This is an optimization exercise on Yosys and OpenROAD, whose aim is a short achievable clock period and few clock cycles per item, not a production implementation. Function was checked by simulation only, so behaviour that the tests miss may differ from the original. Power is estimated from default activity; no workload was simulated.

job 101:
// top
module top(
  input  wire         clk,
  input  wire         rstn,
  output wire [63:0]  pc,
  input  wire [31:0]  instr,
  output wire         this_ebreak,
  output wire         this_valid,
  output wire [63:0]  this_pc,
  output wire [31:0]  this_instr,
  output wire [63:0]  mm_addr,
  output wire [63:0]  mm_wdata,
  output wire [3:0]   mm_wlen,
  output wire         mm_wen,
  output wire         mm_ren,
  input  wire [63:0]  mm_rdata
);
==> flow/config.mk <==
export PLATFORM = sky130hd
export DESIGN_NAME = top
export DESIGN_NICKNAME = top
export VERILOG_FILES = /design/flow/design.v
export SDC_FILE = /design/flow/constraint.sdc
export NUM_CORES = 4
export LEC_CHECK = 0
export ABC_AREA = 0
export ABC_CLOCK_PERIOD_IN_PS = 3000
export CAP_MARGIN = 40
export CORE_MARGIN = 2
export CORE_UTILIZATION = 40
export SETUP_SLACK_MARGIN = 5
export SLEW_MARGIN = 40
==> flow/constraint.sdc <==
create_clock -name core_clock -period 10.0 [get_ports {clk}]
set_input_delay 2.0000 -clock core_clock [delete_from_list [all_inputs] [get_ports {clk}]]
set_output_delay 2.0000 -clock core_clock [all_outputs]
set_load 0.01 [all_outputs]
standard.sh (not shown) runs the stock make flow with config.mk's settings and CLKGATE_MAP_FILE= SYNTH_SCRIPT=/design/flow/synth_recipe.tcl, a recipe that flattens the netlist after the stock synthesis.
==> flow/flow/run.sh <==
#!/bin/bash
set -euo pipefail
bash standard.sh finish SETUP_SLACK_MARGIN=6.5 MATCH_CELL_FOOTPRINT=0 \
  "BUFFER_PORTS_ARGS=-buffer_cell sky130_fd_sc_hd__buf_8" > standard_flow.log 2>&1
Job 101 did not stop at any stage, and its layout met the timing, DRC and antenna checks.
Testbench counts of job 101, summed over its fixed seeds: cycles 64,493, instrs 58,905.
The following lists how job 102 was set up differently from job 101:
-- flow/design.v --
<<< job 101, line 112
  wire        back_br = op_branch & instr[31];
  wire        f_pred  = op_jal | back_br;
  wire is_alu  = op_imm | op_reg | op_immw | op_regw;
  wire regop   = op_reg | op_regw;
>>> job 102, line 112
  wire        back_br = op_branch & instr[31];
  wire        f_pred  = op_jal | back_br;
  wire [63:0] f_tgt   = op_jal ? tgt_j : tgt_b;
  wire is_alu  = op_imm | op_reg | op_immw | op_regw;
  wire regop   = op_reg | op_regw;
<<< job 101, line 133
  wire [63:0] rv1 = mb1 ? w_next : wb1 ? w_res : rf1;
  wire [63:0] rv2 = mb2 ? w_next : wb2 ? w_res : rf2;
  wire        rd1 = !mb1 & !wb1;                
  wire        rd2 = !mb2 & !wb2;
  wire [63:0] by1 = mb1 ? w_next : w_res;       
  wire [63:0] by2 = mb2 ? w_next : w_res;
  wire        a_rf = !op_auipc & !op_lui & rd1;
  wire [63:0] a_ot = op_auipc ? f_pc : op_lui ? 64'd0 : by1;
  wire        b_rf = !use_imm & rd2;
  wire [63:0] b_ot = (use_imm ? imm : by2) ^ {64{inv}};
  wire fa_m = use_rs1 & e_wen & (e_rd == rs1);
  wire fs_m = e_wen & (e_rd == rs2);
>>> job 102, line 134
  wire [63:0] rv1 = mb1 ? w_next : wb1 ? w_res : rf1;
  wire [63:0] rv2 = mb2 ? w_next : wb2 ? w_res : rf2;
  wire fa_m = use_rs1 & e_wen & (e_rd == rs1);
  wire fs_m = e_wen & (e_rd == rs2);
<<< job 101, line 210
  wire ex_mis = e_branch & (taken != e_pred);
  wire f_go = !stall & !redir;
  wire        use_j = !redir & !stall & op_jal;
  wire        use_b = !redir & !stall & back_br;
  wire [63:0] pc_ot = redir ? m_tgt : stall ? f_pc : f_pc4;
  always @(posedge clk) begin
    if (!rstn) begin
      f_pc <= 64'h80000000;
    end else begin
      f_pc <= ({64{use_j}} & tgt_j) | ({64{use_b}} & tgt_b) | ({64{!use_j & !use_b}} & pc_ot);
    end
  end
>>> job 102, line 203
  wire ex_mis = e_branch & (taken != e_pred);
  wire f_go = !stall & !redir;
  always @(posedge clk) begin
    if (!rstn) begin
      f_pc <= 64'h80000000;
    end else begin
      if (redir)       f_pc <= m_tgt;
      else if (stall)  f_pc <= f_pc;
      else if (f_pred) f_pc <= f_tgt;
      else             f_pc <= f_pc4;
    end
  end
<<< job 101, line 243
    e_pc     <= f_pc;
    e_pc4    <= f_pc4;
    e_a      <= a_rf ? rf1 : a_ot;
    e_b      <= b_rf ? (rf2 ^ {64{inv}}) : b_ot;
    e_bsign  <= use_imm ? imm[63] : rv2[63];
    e_inv    <= inv;
    e_sh     <= use_imm ? imm[5:0] : rv2[5:0];
    e_sd     <= rd2 ? rf2 : by2;
    e_alt    <= back_br ? f_pc4 : tgt_b;
    e_pred   <= back_br;
>>> job 102, line 236
    e_pc     <= f_pc;
    e_pc4    <= f_pc4;
    e_a      <= op_auipc ? f_pc : op_lui ? 64'd0 : rv1;
    e_b      <= (use_imm ? imm : rv2) ^ {64{inv}};
    e_bsign  <= use_imm ? imm[63] : rv2[63];
    e_inv    <= inv;
    e_sh     <= use_imm ? imm[5:0] : rv2[5:0];
    e_sd     <= rv2;
    e_alt    <= back_br ? f_pc4 : tgt_b;
    e_pred   <= back_br;
==> run notes <==
Higher number of setup buffers added after CTS goes to job 101 over job 102.
For job 102, the end point of the critical path was m_res[62]$_DFF_P_, unlike job 101, where it was m_res[52]$_DFF_P_.
Where peak ir drop on the vdd network is concerned, job 101 is better than job 102.
The lower switching component of the power of job 102 and job 101 is in job 102.
Diff job 101 -> job 102: count of clock-buffer cells in the layout moved down; standard cell core area roughly the same; final period demand of the worst path now sits higher; total die area dropped 2100 sq um; maximum number of pins on one net before global-route repair now sits higher.
Synthesized instance count, job 102 vs job 101: down slightly
Testbench counts of job 102, summed over its fixed seeds: cycles 64,493, instrs 58,905.

## re-timing with driven ports
In the flow no input, the clock included, has a driving cell. The finished layouts below were timed again as built, in two steps. Step 1 sets driving cells, clkbuf_16 on the clock port and buf_2 on the other inputs (assumed; they add their load-dependent delay and slew). Step 2, shift: input delay + t, output delay - t, t = (earliest + latest rising clock arrival at the registers) / 2. This alone moves slack from input paths to output paths. a / b / c = ideal ports / drivers / drivers and shift; a / b = the first two.
| run | t, ns | slack for setup (ns) | worst slew at a driven data input, ns |
|---|---|---|---|
| job 101 | 1.145 | 5.642 / 5.624 / 4.479 | 0.55 |
| job 102 | 1.145 | 5.557 / 5.544 / 4.399 | 0.52 |
After both steps setup and hold are still met in every run listed. For job 101, which loses most, drivers alone change the setup slack by -0.018 ns; drivers and shift together by -1.163 ns.
